Context: an optimization exercise on an open-source flow, tuned for a short achievable clock period and few clock cycles. The choices shown serve that exercise and are no tape-out recipe. Function was checked by simulation only, so behaviour that the tests miss may differ from the original. No activity file was given, so power comes from the tool's default toggle rates.

$ cat flow/design.v
`default_nettype none
module processor( input         clk, reset,
                  output [31:0] PC,
                  input  [31:0] instruction,
                  output        WE,
                  output [31:0] address_to_mem,
                  output [31:0] data_to_mem,
                  input  [31:0] data_from_mem
);
  function [32:0] ks_add(input [31:0] x, input [31:0] y, input cin);
    reg [32:0] g, p, gn, pn;
    integer k, d;
    begin
      g = {x & y, cin};
      p = {x ^ y, 1'b0};
      for (d = 1; d < 33; d = d * 2) begin
        gn = g;
        pn = p;
        for (k = d; k < 33; k = k + 1) begin
          gn[k] = g[k] | (p[k] & g[k-d]);
          pn[k] = p[k] & p[k-d];
        end
        g = gn;
        p = pn;
      end
      ks_add = {g[32], (x ^ y) ^ g[31:0]};
    end
  endfunction
  localparam JT_BITS = 2;
  localparam JT_N    = 1 << JT_BITS;
  reg  [31:0] pc_f;
  reg         x_valid;
  reg  [31:0] x_pc, x_pc4, x_imm, x_tgt, x_a, x_b, x_s, x_pnpc;
  reg         x_ptaken;               
  reg         x_am, x_aw, x_ar, x_bm, x_bw, x_br, x_sm, x_sw, x_sr;
  reg  [4:0]  x_rs1, x_rs2, x_rd;     
  reg         x_use1, x_use2;
  reg         x_op_add, x_op_sub, x_op_and, x_op_srl, x_op_addv, x_op_avgv;
  reg         x_use_imm, x_link, x_load, x_store, x_beq, x_blt, x_jal, x_jalr;
  reg         m_valid, m_we, m_load;
  reg  [4:0]  m_rd;
  reg  [31:0] m_res, m_sdata;
  reg  [4:0]  w_rd;
  reg  [31:0] w_val;
  reg  [31:0] rf [1:31];
  reg         jt_v   [0:JT_N-1];      
  reg  [31:0] jt_tgt [0:JT_N-1];
  reg               u_valid;           
  reg [JT_BITS-1:0] u_idx;
  reg  [31:0]       u_tgt;
  wire [31:0] ins    = instruction;
  wire [6:0]  opcode = ins[6:0];
  wire [2:0]  f3     = ins[14:12];
  wire [4:0]  rs1    = ins[19:15];
  wire [4:0]  rs2    = ins[24:20];
  wire [4:0]  rd     = ins[11:7];
  wire d_r    = opcode == 7'b0110011;
  wire d_v    = opcode == 7'b0001011;
  wire d_addi = opcode == 7'b0010011;
  wire d_lw   = opcode == 7'b0000011;
  wire d_sw   = opcode == 7'b0100011;
  wire d_br   = opcode == 7'b1100011;
  wire d_jal  = opcode == 7'b1101111;
  wire d_jalr = opcode == 7'b1100111;
  wire d_wr      = d_r | d_v | d_addi | d_lw | d_jal | d_jalr;
  wire d_use_imm = d_addi | d_lw | d_sw | d_jalr;
  wire d_use1    = !d_jal;
  wire d_use2    = d_r | d_v | d_sw | d_br;
  wire [31:0] imm_i = {{20{ins[31]}}, ins[31:20]};
  wire [31:0] imm_s = {{20{ins[31]}}, ins[31:25], ins[11:7]};
  wire [31:0] imm_b = {{20{ins[31]}}, ins[7], ins[30:25], ins[11:8], 1'b0};
  wire [31:0] imm_j = {{12{ins[31]}}, ins[19:12], ins[20], ins[30:21], 1'b0};
  wire [31:0] d_imm = d_sw ? imm_s : d_br ? imm_b : d_jal ? imm_j : imm_i;
  reg  [31:0] rf_a, rf_b;
  integer r;
  always @(*) begin
    rf_a = 32'd0;
    rf_b = 32'd0;
    for (r = 1; r < 32; r = r + 1) begin
      rf_a = rf_a | ({32{rs1 == r}} & rf[r]);
      rf_b = rf_b | ({32{rs2 == r}} & rf[r]);
    end
  end
  wire fx_1 = x_valid && (x_rd != 5'd0) && (x_rd == rs1);
  wire fm_1 = m_valid && (m_rd != 5'd0) && (m_rd == rs1);
  wire fx_2 = x_valid && (x_rd != 5'd0) && (x_rd == rs2);
  wire fm_2 = m_valid && (m_rd != 5'd0) && (m_rd == rs2);
  wire [31:0] f_pc4 = pc_f + 32'd4;
  wire [32:0] f_tj  = ks_add(pc_f, imm_j, 1'b0);
  wire [32:0] f_tb  = ks_add(pc_f, imm_b, 1'b0);
  wire [JT_BITS-1:0] f_idx = pc_f[JT_BITS+1:2];
  wire        f_jr  = d_jalr && jt_v[f_idx];
  wire        f_bt  = d_br && ins[31];           
  wire        f_ptaken = d_jal || f_bt || f_jr;
  wire [31:0] f_pnpc = d_jal ? f_tj[31:0] :
                       f_bt  ? f_tb[31:0] :
                       f_jr  ? jt_tgt[f_idx] : f_pc4;
  wire [31:0] a  = ({32{x_am}} & m_res) | ({32{x_aw}} & w_val) | ({32{x_ar}} & x_a);
  wire [31:0] b  = ({32{x_bm}} & m_res) | ({32{x_bw}} & w_val) | ({32{x_br}} & x_b);
  wire [31:0] sd = ({32{x_sm}} & m_res) | ({32{x_sw}} & w_val) | ({32{x_sr}} & x_s);
  wire stall = x_valid && m_load && ((x_am && x_use1) || (x_sm && x_use2));
  wire sm_1 = m_valid && (m_rd != 5'd0) && (m_rd == x_rs1);
  wire sm_2 = m_valid && (m_rd != 5'd0) && (m_rd == x_rs2);
  wire [32:0] sum_c  = ks_add(a, b, 1'b0);
  wire [32:0] diff_c = ks_add(a, ~b, 1'b1);
  wire [31:0] sum  = sum_c[31:0];
  wire [31:0] diff = diff_c[31:0];
  wire [31:0] andv = a & b;
  wire [31:0] srlv = a >> b[4:0];
  wire [7:0]  v0 = a[7:0]   + b[7:0];
  wire [7:0]  v1 = a[15:8]  + b[15:8];
  wire [7:0]  v2 = a[23:16] + b[23:16];
  wire [7:0]  v3 = a[31:24] + b[31:24];
  wire [31:0] addv = {v3, v2, v1, v0};
  wire [31:0] avgv = {1'b0, v3[7:1], 1'b0, v2[7:1], 1'b0, v1[7:1], 1'b0, v0[7:1]};
  wire [31:0] alu = ({32{x_op_add}}  & sum)
                  | ({32{x_op_sub}}  & diff)
                  | ({32{x_op_and}}  & andv)
                  | ({32{x_op_srl}}  & srlv)
                  | ({32{x_op_addv}} & addv)
                  | ({32{x_op_avgv}} & avgv)
                  | ({32{x_link}}    & x_pc4);
  wire eq = (a == b);
  wire lt = (a[31] != b[31]) ? a[31] : diff[31];
  wire taken = x_jal || (x_beq && eq) || (x_blt && lt);    
  wire [31:0] cr = a ^ x_imm ^ x_pnpc;
  wire [31:0] cg = (a & x_imm) | ((a | x_imm) & ~x_pnpc);
  wire jalr_ok = !cr[0] && (cr[31:1] == cg[30:0]);
  wire mis = x_valid && !stall && (x_jalr ? !jalr_ok : (taken != x_ptaken));
  wire [31:0] redirect = x_jalr ? sum : taken ? x_tgt : x_pc4;
  wire x_go = x_valid && !stall;      
  assign PC             = pc_f;
  assign WE             = m_we;
  assign address_to_mem = m_res;
  assign data_to_mem    = m_sdata;
  wire [31:0] wb = m_load ? data_from_mem : m_res;
  integer i;
  always @(posedge clk) begin
    if (m_valid && m_rd != 5'd0)
      rf[m_rd] <= wb;
  end
  always @(posedge clk) begin
    if (!stall) begin
      x_pc       <= pc_f;
      x_pc4      <= f_pc4;
      x_pnpc     <= f_pnpc;
      x_ptaken   <= f_ptaken;
      x_imm      <= d_imm;
      x_tgt      <= d_jal ? f_tj[31:0] : f_tb[31:0];
      x_a        <= rf_a;
      x_b        <= d_use_imm ? d_imm : rf_b;
      x_s        <= rf_b;
      x_am       <= fx_1;
      x_aw       <= !fx_1 && fm_1;
      x_ar       <= !fx_1 && !fm_1;
      x_bm       <= !d_use_imm && fx_2;
      x_bw       <= !d_use_imm && !fx_2 && fm_2;
      x_br       <= d_use_imm || (!fx_2 && !fm_2);
      x_sm       <= fx_2;
      x_sw       <= !fx_2 && fm_2;
      x_sr       <= !fx_2 && !fm_2;
      x_rs1      <= rs1;
      x_rs2      <= rs2;
      x_rd       <= d_wr ? rd : 5'd0;
      x_use1     <= d_use1;
      x_use2     <= d_use2;
      x_op_add   <= (d_r && f3 == 3'b000 && !ins[30]) || d_addi || d_lw || d_sw;
      x_op_sub   <= d_r && f3 == 3'b000 && ins[30];
      x_op_and   <= d_r && f3 == 3'b111;
      x_op_srl   <= d_r && f3 == 3'b101;
      x_op_addv  <= d_v && !f3[0];
      x_op_avgv  <= d_v && f3[0];
      x_use_imm  <= d_use_imm;
      x_link     <= d_jal | d_jalr;
      x_load     <= d_lw;
      x_store    <= d_sw;
      x_beq      <= d_br && f3 == 3'b000;
      x_blt      <= d_br && f3 == 3'b100;
      x_jal      <= d_jal;
      x_jalr     <= d_jalr;
    end else begin
      x_a  <= a;
      x_b  <= b;
      x_s  <= sd;
      x_am <= 1'b0;
      x_aw <= sm_1;
      x_ar <= !sm_1;
      x_bm <= 1'b0;
      x_bw <= !x_use_imm && sm_2;
      x_br <= x_use_imm || !sm_2;
      x_sm <= 1'b0;
      x_sw <= sm_2;
      x_sr <= !sm_2;
    end
    m_res   <= alu;
    m_sdata <= sd;
    w_val   <= wb;
    u_idx   <= x_pc[JT_BITS+1:2];
    u_tgt   <= sum;
    if (u_valid)
      jt_tgt[u_idx] <= u_tgt;
  end
  always @(posedge clk) begin
    if (reset) begin
      pc_f    <= 32'd0;
      x_valid <= 1'b0;
      m_valid <= 1'b0;
      m_we    <= 1'b0;
      m_load  <= 1'b0;
      m_rd    <= 5'd0;
      w_rd    <= 5'd0;
      u_valid <= 1'b0;
      for (i = 0; i < JT_N; i = i + 1)
        jt_v[i] <= 1'b0;
    end else begin
      if (mis)
        pc_f <= redirect;
      else if (!stall)
        pc_f <= f_pnpc;
      if (mis)
        x_valid <= 1'b0;
      else if (!stall)
        x_valid <= 1'b1;
      m_valid <= x_go;
      m_we    <= x_go && x_store;
      m_load  <= x_go && x_load;
      m_rd    <= x_go ? x_rd : 5'd0;
      w_rd    <= m_valid ? m_rd : 5'd0;
      u_valid <= x_go && x_jalr;
      if (u_valid)
        jt_v[u_idx] <= 1'b1;
    end
  end
endmodule
`default_nettype wire
$ cat flow/flow/run.sh
#!/bin/bash
set -euo pipefail
bash standard.sh SETUP_SLACK_MARGIN=7.4 MATCH_CELL_FOOTPRINT=0 \
  "BUFFER_PORTS_ARGS=-buffer_cell sky130_fd_sc_hd__buf_4" finish > standard.log 2>&1
$ cat flow/standard.sh
#!/bin/bash
# synth_recipe.tcl (not shown) runs the flow's synth.tcl, then flattens the netlist and writes it again
# the make line also repeats each setting of config.mk as NAME=value (left out here)
make -C /OpenROAD-flow-scripts/flow DESIGN_CONFIG=/design/flow/config.mk WORK_HOME=/design/flow/orfs CLKGATE_MAP_FILE= SYNTH_SCRIPT=/design/flow/synth_recipe.tcl "${@:-finish}"
$ cat flow/config.mk
export PLATFORM = sky130hd
export DESIGN_NAME = processor
export DESIGN_NICKNAME = processor
export VERILOG_FILES = /design/flow/design.v
export SDC_FILE = /design/flow/constraint.sdc
export NUM_CORES = 4
export LEC_CHECK = 0
export ABC_CLOCK_PERIOD_IN_PS = 3000
export CAP_MARGIN = 20
export CORE_MARGIN = 2
export CORE_UTILIZATION = 40
export SLEW_MARGIN = 20
export TNS_END_PERCENT = 20
$ cat flow/constraint.sdc
create_clock -name core_clock -period 11.0 [get_ports {clk}]
set_input_delay 2.2000 -clock core_clock [delete_from_list [all_inputs] [get_ports {clk}]]
set_output_delay 2.2000 -clock core_clock [all_outputs]
set_load 0.01 [all_outputs]
==> impl_metrics.json <==
{
  "dieArea_sq_um": 185000,
  "drv_cap": 0,
  "place_ws_ns": 4.01,
  "crit_path_max_fanout": 10,
  "cts_tree": "done",
  "synth_nets": 6039,
  "drc": 0,
  "wl_um": 359000,
  "io_buffers": 162,
  "crit_path_end_kind": "register",
  "nNetsFinal": 6418,
  "synth_seq_cells": 1553,
  "insertion_delay_ns": 0.87,
  "rr_startpoint": "x_bw",
  "pwr_density_cell_nw_per_um2": 179,
  "synthMostInstantiatedCell": "edfxtp_1",
  "grtUsageTotal_pct": 36.8,
  "postSynthCellCount": 5827,
  "rsz0062_at_grt": "true",
  "antenna_left": 0,
  "fp.dieH_um": 431,
  "cts_htree_levels": 4,
  "fillers": 15700,
  "fin_setup_tns_ns": 0,
  "status": "timing/DRC/antenna clean",
  "area_growth_syn_to_layout_pct": 21.5,
  "layout-drive-gt1-share_pct": 21.3,
  "min_path_type": "register to register",
  "dp_hpwl_um": 205000,
  "r2r_cells": 20,
  "num_vias": 63400,
  "firstDrtPassIters": 14,
  "synth_ff_type": "edfxtp_1",
  "grt_pass1_wl_um": 476000,
  "syn_area_sq_um": 72800,
  "yosysSeqAreaShare_pct": 60.2,
  "min_to": "u_idx[0]",
  "max-vdd-ir-drop_v": 0.000140,
  "clock_skew_ns": 0.0408,
  "start_util_pct": 40.3,
  "hold_buffers": 0,
  "timing.final.ws_setup_ns": 6.09,
  "fin_area_sq_um": 88400,
  "gp_congestion": 0.988,
  "core_area_sq_um": 181000,
  "yosysUniqueCellTypes": 100,
  "crit_path_start_kind": "register",
  "wl_per_cell_um": 41.2,
  "worstHoldStart": "x_pc[2]",
  "slew_violations": 0,
  "die_width_um": 431,
  "pin_count": 163,
  "fmax_mhz": 204,
  "antenna_found_initial": 24,
  "crit_type": "register to register",
  "synthArstFlopShare_pct": 0,
  "clockRootBuffer": "clkbuf_16",
  "drt_iter0_drc": 13100,
  "grt_max_degree": 83,
  "crit_arrival_ns": 5.66,
  "clock-sinks": 1553,
  "grt_overflow": 0,
  "via_per_inst": 7.27,
  "worstHoldPathCells": 0,
  "synth_edf_count": 1274,
  "netlist.top_cell.by_area": "edfxtp_1",
  "setup_viol": 0,
  "crit_start": "x_bw",
  "cts_buffers": 164,
  "clk_pin_slew_ns": 0.06,
  "synth.top_cell.area_share_pct": 52.6,
  "fin_crit_ns": 4.91,
  "ys.warnings.count": 1,
  "fin_util_pct": 48.9,
  "worst_slew_pin_slew_ns": 1.19,
  "leakagePower_nw": 31.3,
  "r2r_slack_ns": 6.09,
  "synthTopCellsByArea": "edfxtp_1, dfxtp_1, a22oi_1, a221oi_1, a22o_1",
  "relSlewSlack_pct": 20.5,
  "cts_buffer_depth": 3,
  "grt_pass1_vias": 58600,
  "place_area_sq_um": 77300,
  "avgSynthCellArea_sq_um": 12.5,
  "hold_viol": 0,
  "ys_top_cells_by_count": "edfxtp_1, a22oi_1, nand2_1",
  "row_count": 156,
  "crit_required_ns": 11.75,
  "fin_crit_sh_pct": 44.6
}
==> cells by family (layout without fill, tap and decap cells) <==
| family | count (synthesis) | count (layout) | synth area share, % |
|---|---|---|---|
| compound gates | 1940 | 1940 | 20.1 |
| xor+xnor | 182 | 182 | 2.19 |
| fa+ha+maj | 146 | 146 | 2.90 |
| buf+inv | 558 | 1067 | 3.03 |
| flops | 1553 | 1553 | 60.2 |
| mux | 176 | 176 | 3.07 |
| other cells | 0 | 16 | 0 |
| simple gates | 1272 | 1277 | 8.52 |
==> what timing repair did <==
action / 4_1_cts / 5_1_grt
cloned: 12 / 13
gates resized for setup: 274 / 296
setup endpoints to repair: 311 / 306
pin swaps: 87 / 112
buffers inserted: 141 / 130
==> critical path: stages, from the launching register on <==
cell and delay [ns]:
dfxtp_4 0.35, buf_12 0.14, a222oi_1 0.50, bufbuf_16 0.34
inv_2 0.05, ha_1 0.23, o21ba_4 0.23, nor2b_4 0.15
o311ai_4 0.15, a21oi_4 0.26, o22ai_4 0.12, o311ai_4 0.30
a211oi_2 0.14, fa_2 0.37, a21o_1 0.19, o211ai_1 0.32
nand4b_4 0.23, buf_8 0.22, buf_4 0.15, mux2i_1 0.13
a211oi_2 0.22
==> registers in the layout, summed over array words and instances (netlist names), 31 cells and up, named ones only <==
| signal | flops |
|---|---|
| x_b | 32 |
| x_s | 32 |
| m_sdata | 32 |
| x_pc4 | 31 |
| rf | 992 |
| x_pnpc | 32 |
| u_tgt | 32 |
| jt_tgt | 128 |
| x_tgt | 32 |
| x_a | 32 |
| pc_f | 32 |
| w_val | 32 |
| m_res | 32 |
==> layout make-up <==
cell class | instances | area [sq um] | share of cell area [%]
diodes | 16 | 40.0 | 0.0453
clock buffers | 203 | 4530 | 5.12
well taps | 2370 | 2970 | 3.35
clock inverters | 98 | 1200 | 1.36
repair inverters | 1 | 5.00 | 0.00566
repair buffers | 620 | 5920 | 6.69
inverters | 145 | 568 | 0.642
flip-flops and latches | 1553 | 43900 | 49.6
multi-input cells | 3721 | 29400 | 33.2
==> cells in the final DEF (no fill, tap or decap), types with 135 or more instances in the layout <==
cell,netlist,layout
inv_1,140,135
nor2_1,293,188
a22o_1,235,235
clkbuf_16,0,189
buf_4,6,494
edfxtp_1,1274,1274
nand3_1,174,171
dfxtp_1,279,273
a21oi_1,227,203
o21ai_0,165,146
a22oi_1,554,551
nand4_1,137,137
nand2_1,354,343
a221oi_1,254,237
==> stage by stage <==
stage	power, mW	hold slack [ns]	cells
2_1_floorplan	8.37	0.323	5827
3_5_place_dp	9.47	0.330	8114
3_3_place_gp	9.47	0.326	8114
4_1_cts	15.6	0.343	8568
6_report	15.8	0.339	8727
5_1_grt	16.1	0.356	8713
==> power breakdown <==
group	internal, mW	switching, mW	total, mW	leakage, nW
Clock	3.38	2.54	5.92	2.77
Combinational	1.00	1.87	2.88	14.6
Sequential	6.78	0.242	7.02	14.0
Total	11.2	4.66	15.8	31.3
==> per-layer routing <==
metal	part of all wire, %	wire (um)	GRT usage (%)
met5	0.088	315	0.156
met4	9.9	35700	27.4
met1	33	118000	43.5
met2	42	152000	54.7
met3	15	53300	13.6
==> worst max path at each step <==
stage | endpoint | slack (ns)
floorplan | pc_f[29] | 5.98
global placement | pc_f[29] | 4.14
detailed placement | pc_f[29] | 4.01
CTS | pc_f[6] | 6.21
global route | pc_f[0] | 5.97
finish | register | 6.09
Testbench counts, summed over its fixed seeds: cycles 52,909.

[static timing again, ports no longer ideal]
The results above use ideal ports. As a check the final layout listed here was re-extracted and re-timed, cells and wires unchanged.
Step 1 sets driving cells, clkbuf_16 on the clock port and buf_2 on the other inputs (assumed; they add their load-dependent delay and slew).
Step 2 moves the port delays by t, midway between the first and last clock arrival at a register: inputs arrive t later, outputs are due t later. That takes back most of the time a late clock gives input paths.
Three values: ideal ports, drivers, drivers and shift; two values: the first two.
shift t [ns]: 0.949
setup WS [ns]: 6.090 / 6.090 / 5.606
hold slack, ns: 0.339 / 0.339 / 0.339
After both steps this run still meets setup and hold. The setup slack of this run moves by 0.000 ns with the drivers and by -0.484 ns with both steps.
